What follows belongs to an exercise in optimizing a design on an open flow for small area, a short achievable clock period and few clock cycles per item; a production flow would make more cautious choices. In this exercise RTL edits were held to simulation tests only and were not proved equivalent to the original.

// des_enc
module des_enc (
    input         clk,
    input         rst,
    input         in_valid,
    output        in_ready,
    input  [63:0] in_block,
    input  [63:0] in_key,
    output        out_valid,
    output [63:0] out_block
);
==> flow/config.mk <==
export PLATFORM = sky130hd
export DESIGN_NAME = des_enc
export DESIGN_NICKNAME = des_enc
export VERILOG_FILES = /design/flow/design.v
export SDC_FILE = /design/flow/constraint.sdc
export NUM_CORES = 8
export LEC_CHECK = 0
export CAP_MARGIN = 20
export CORE_MARGIN = 2
export CORE_UTILIZATION = 40
export CTS_CLUSTER_DIAMETER = 100
export CTS_CLUSTER_SIZE = 30
export SLEW_MARGIN = 20
==> flow/constraint.sdc <==
create_clock -name core_clock -period 50.0 [get_ports {clk}]
set_input_delay 10.0000 -clock core_clock [delete_from_list [all_inputs] [get_ports {clk}]]
set_output_delay 10.0000 -clock core_clock [all_outputs]
set_load 0.01 [all_outputs]
standard.sh (not shown) runs the stock make flow with config.mk's settings and CLKGATE_MAP_FILE= SYNTH_SCRIPT=/design/flow/synth_recipe.tcl, a recipe that flattens the netlist after the stock synthesis.
==> flow/flow/run.sh <==
#!/bin/bash
# Own flow: the standard layout (standard.sh), with the S-box modules replaced by
# pre-mapped gate-level netlists during synthesis (see swap.tcl).
set -euo pipefail
W=$(pwd)
export SYNTH_CANONICALIZE_TCL=$W/flow/swap.tcl
BUFFER_PORTS_ARGS="-buffer_cell sky130_fd_sc_hd__buf_1" bash standard.sh SETUP_SLACK_MARGIN=38.5 finish > $W/standard.log 2>&1 || { tail -50 $W/standard.log; exit 1; }
for f in $W/orfs/logs/*/*/*/*.log; do cp "$f" $W/ 2>/dev/null || true; done
tail -5 $W/standard.log
Other scripts of this flow, unchanged in this note and not shown: flow/flow/sbk_gates.v, flow/flow/swap.tcl
The starting point completed without violations.
Testbench counts at the start, summed over its fixed seeds: cycles 2,088, items 2,048.
Rerun with:
--- a/flow/flow/run.sh
+++ b/flow/flow/run.sh
@@ -7 +7 @@
-BUFFER_PORTS_ARGS="-buffer_cell sky130_fd_sc_hd__buf_1" bash standard.sh SETUP_SLACK_MARGIN=38.5 finish > $W/standard.log 2>&1 || { tail -50 $W/standard.log; exit 1; }
+BUFFER_PORTS_ARGS="-buffer_cell sky130_fd_sc_hd__buf_1" bash standard.sh SETUP_SLACK_MARGIN=37.5 finish > $W/standard.log 2>&1 || { tail -50 $W/standard.log; exit 1; }
Result: The new run went through all stages and came out clean. Utilization came out lower by 0.94 points. Worst hold slack barely changes. Clock skew barely changes. Global-route usage hardly moves. Final area goes down by 2.1%. Die area stays the same. Via count is about the same.
Rerun with:
--- a/flow/flow/run.sh
+++ b/flow/flow/run.sh
@@ -7 +7 @@
-BUFFER_PORTS_ARGS="-buffer_cell sky130_fd_sc_hd__buf_1" bash standard.sh SETUP_SLACK_MARGIN=37.5 finish > $W/standard.log 2>&1 || { tail -50 $W/standard.log; exit 1; }
+BUFFER_PORTS_ARGS="-buffer_cell sky130_fd_sc_hd__buf_1" bash standard.sh SETUP_SLACK_MARGIN=38.3 finish > $W/standard.log 2>&1 || { tail -50 $W/standard.log; exit 1; }
=>
- The changed run completed without violations
- routed wire length is about the same
- die area stays the same
- register-to-register slack improved by 0.71 ns
- setup slack improved by 0.71 ns
- non-clock buffer count does not change
- cell area rises slightly
- clock-buffer cell count is unchanged
- utilization rises by 0.66 points


des_enc again, from the RTL that the note above started with.
Settings: LEC_CHECK=0, CAP_MARGIN=20, CORE_MARGIN=2, CORE_UTILIZATION=40, CTS_CLUSTER_DIAMETER=100, CTS_CLUSTER_SIZE=30, PLACE_DENSITY=0.85, SLEW_MARGIN=20; clock period 50.0 ns.
==> flow/flow/run.sh <==
#!/bin/bash
# Own flow: the standard layout (standard.sh), with the S-box modules replaced by
# pre-mapped gate-level netlists during synthesis (see swap.tcl).
set -euo pipefail
W=$(pwd)
export SYNTH_CANONICALIZE_TCL=$W/flow/swap.tcl
BUFFER_PORTS_ARGS="-buffer_cell sky130_fd_sc_hd__buf_1" bash standard.sh SETUP_SLACK_MARGIN=38.75 finish > $W/standard.log 2>&1 || { tail -50 $W/standard.log; exit 1; }
for f in $W/orfs/logs/*/*/*/*.log; do cp "$f" $W/ 2>/dev/null || true; done
tail -5 $W/standard.log
Other scripts of this flow, unchanged in this note and not shown: flow/flow/sbk_gates.v, flow/flow/swap.tcl
Testbench counts at the start, summed over its fixed seeds: cycles 2,088, items 2,048.
Edit:
- PLACE_DENSITY: 0.85 -> 0.75
After rerunning:
- hold slack loses 0.015 ns
- die area does not change
- wire length goes up by about 1.8%
- core utilization barely changes
- register-to-register slack gains 0.03 ns


before:
Starting RTL as in the previous note.
==> flow/config.mk <==
export PLATFORM = sky130hd
export DESIGN_NAME = des_enc
export DESIGN_NICKNAME = des_enc
export VERILOG_FILES = /design/flow/design.v
export SDC_FILE = /design/flow/constraint.sdc
export NUM_CORES = 8
export LEC_CHECK = 0
export CAP_MARGIN = 20
export CORE_MARGIN = 2
export CORE_UTILIZATION = 40
export SLEW_MARGIN = 20
==> flow/constraint.sdc <==
create_clock -name core_clock -period 50.0 [get_ports {clk}]
set_input_delay 10.0000 -clock core_clock [delete_from_list [all_inputs] [get_ports {clk}]]
set_output_delay 10.0000 -clock core_clock [all_outputs]
set_load 0.01 [all_outputs]
==> flow/flow/run.sh <==
#!/bin/bash
# Own flow: the standard layout (standard.sh), with the S-box modules replaced by
# pre-mapped gate-level netlists during synthesis (see swap.tcl).
set -euo pipefail
W=$(pwd)
export SYNTH_CANONICALIZE_TCL=$W/flow/swap.tcl
BUFFER_PORTS_ARGS="-buffer_cell sky130_fd_sc_hd__buf_1" bash standard.sh SETUP_SLACK_MARGIN=39 finish > $W/standard.log 2>&1 || { tail -50 $W/standard.log; exit 1; }
for f in $W/orfs/logs/*/*/*/*.log; do cp "$f" $W/ 2>/dev/null || true; done
tail -5 $W/standard.log
Other scripts of this flow, unchanged in this note and not shown: flow/flow/sbk_gates.v, flow/flow/swap.tcl
The flow did not stop early for before: all stages ran, and the layout cleared the timing, design-rule and antenna checks.
Testbench counts of before, summed over its fixed seeds: cycles 2,088, items 2,048.
For after, these inputs were changed with respect to before:
Settings: setting CTS_CLUSTER_DIAMETER to 100 for the first time; setting CTS_CLUSTER_SIZE to 30 for the first time.
==> flow/flow/run.sh <==
#!/bin/bash
# Own flow: the standard layout (standard.sh), with the S-box modules replaced by
# pre-mapped gate-level netlists during synthesis (see swap.tcl).
set -euo pipefail
W=$(pwd)
export SYNTH_CANONICALIZE_TCL=$W/flow/swap.tcl
BUFFER_PORTS_ARGS="-buffer_cell sky130_fd_sc_hd__buf_1" bash standard.sh SETUP_SLACK_MARGIN=38.75 finish > $W/standard.log 2>&1 || { tail -50 $W/standard.log; exit 1; }
for f in $W/orfs/logs/*/*/*/*.log; do cp "$f" $W/ 2>/dev/null || true; done
tail -5 $W/standard.log
[summary]
- [compare] base=before new=after: met1 routed wirelength after detailed routing flat.
- Cmp after and before / maximum level of the CTS H-tree / higher: before
- Reported for after and before, count of inverters not on the clock network in the layout turned out identical to the last digit.
- after vs. before: global-route wire length before repair fell by 2400 um, worst-case register-to-register setup slack lower, fraction of standard cell area that is sequential went up 0.47 points, count of buffers not belonging to the clock network in the layout went down.
- | arrival time at the worst endpoint | before vs after | ≈ equal |
- Diff before -> after | number of antenna violations at the first check in global routing | increase of 2


alpha:
des_enc again, from the RTL that the note above started with.
Settings: LEC_CHECK=0, CAP_MARGIN=20, CORE_MARGIN=2, CORE_UTILIZATION=40, CTS_BUF_LIST=sky130_fd_sc_hd__clkbuf_8 sky130_fd_sc_hd__clkbuf_16, CTS_CLUSTER_DIAMETER=60, CTS_CLUSTER_SIZE=20, SLEW_MARGIN=20; clock period 50.0 ns.
==> flow/flow/run.sh <==
#!/bin/bash
# Own flow: the standard layout (standard.sh), with the S-box modules replaced by
# pre-mapped gate-level netlists during synthesis (see swap.tcl).
set -euo pipefail
W=$(pwd)
export SYNTH_CANONICALIZE_TCL=$W/flow/swap.tcl
bash standard.sh SETUP_SLACK_MARGIN=39 finish > $W/standard.log 2>&1 || { tail -50 $W/standard.log; exit 1; }
for f in $W/orfs/logs/*/*/*/*.log; do cp "$f" $W/ 2>/dev/null || true; done
tail -5 $W/standard.log
Other scripts of this flow, unchanged in this note and not shown: flow/flow/sbk_gates.v, flow/flow/swap.tcl
Testbench counts of alpha, summed over its fixed seeds: cycles 2,088, items 2,048.
Input changes introduced in beta (baseline for comparison: alpha):
- clearing CTS_BUF_LIST, which used to be sky130_fd_sc_hd__clkbuf_8 sky130_fd_sc_hd__clkbuf_16
- clearing CTS_CLUSTER_DIAMETER, which used to be 60
- clearing CTS_CLUSTER_SIZE, which used to be 20
==> flow/flow/run.sh <==
#!/bin/bash
# Own flow: the standard layout (standard.sh), with the S-box modules replaced by
# pre-mapped gate-level netlists during synthesis (see swap.tcl).
set -euo pipefail
W=$(pwd)
export SYNTH_CANONICALIZE_TCL=$W/flow/swap.tcl
BUFFER_PORTS_ARGS="-buffer_cell sky130_fd_sc_hd__buf_1" bash standard.sh SETUP_SLACK_MARGIN=39 finish > $W/standard.log 2>&1 || { tail -50 $W/standard.log; exit 1; }
for f in $W/orfs/logs/*/*/*/*.log; do cp "$f" $W/ 2>/dev/null || true; done
tail -5 $W/standard.log
Each of the runs, namely beta and alpha, reached the end of the flow and came out clean. Diff beta..alpha | distinct cell type count of the synthesized netlist | unchanged. Per the comparison of beta with alpha, first-iteration DRC count fell by 373; worst-case reg-to-reg path depth climbed 2; clock-pin slew of the registers on the worst-case setup and hold paths stayed essentially flat. On number of placed cells counting well taps, beta and alpha are basically level. Count of sequential standard cells: beta vs alpha identical. Status: sequential cell area parity (alpha, beta).

-- static timing again, ports no longer ideal --
Ports are ideal in the flow. The routed layouts listed here were re-timed in OpenROAD.
Step 1 (the two cells are an assumption about what drives the block):
set clk [get_ports {clk}]
set_driving_cell -lib_cell sky130_fd_sc_hd__clkbuf_16 $clk
set_driving_cell -lib_cell sky130_fd_sc_hd__buf_2 [delete_from_list [all_inputs] $clk]
Step 2, shift: input delay + t, output delay - t, t = (earliest + latest rising clock arrival at the registers) / 2. This alone moves slack from input paths to output paths.
a / b / c = ideal / step 1 / step 2; a / b = the first two.
run | shift t [ns] | setup WS [ns] | latest minus earliest clock arrival (ns)
the first run of note 1 | 0.714 | 38.859 / 38.782 / 38.863 | 0.054 / 0.054
the second run of note 1 | 0.718 | 37.936 / 37.936 / 37.936 | 0.052 / 0.053
the third run of note 1 | 0.719 | 38.645 / 38.645 / 38.645 | 0.054 / 0.054
the first run of note 2 | 0.722 | 38.845 / 38.770 / 39.190 | 0.055 / 0.055
the second run of note 2 | 0.704 | 38.864 / 38.785 / 39.221 | 0.055 / 0.055
before | 0.780 | 38.843 / 38.761 / 39.326 | 0.052 / 0.051
after | 0.720 | 38.855 / 38.774 / 39.093 | 0.057 / 0.056
alpha | 0.775 | 38.840 / 38.761 / 39.147 | 0.041 / 0.040
beta | 0.784 | 38.862 / 38.779 / 39.421 | 0.045 / 0.044
After both steps setup and hold are still met in every run listed.
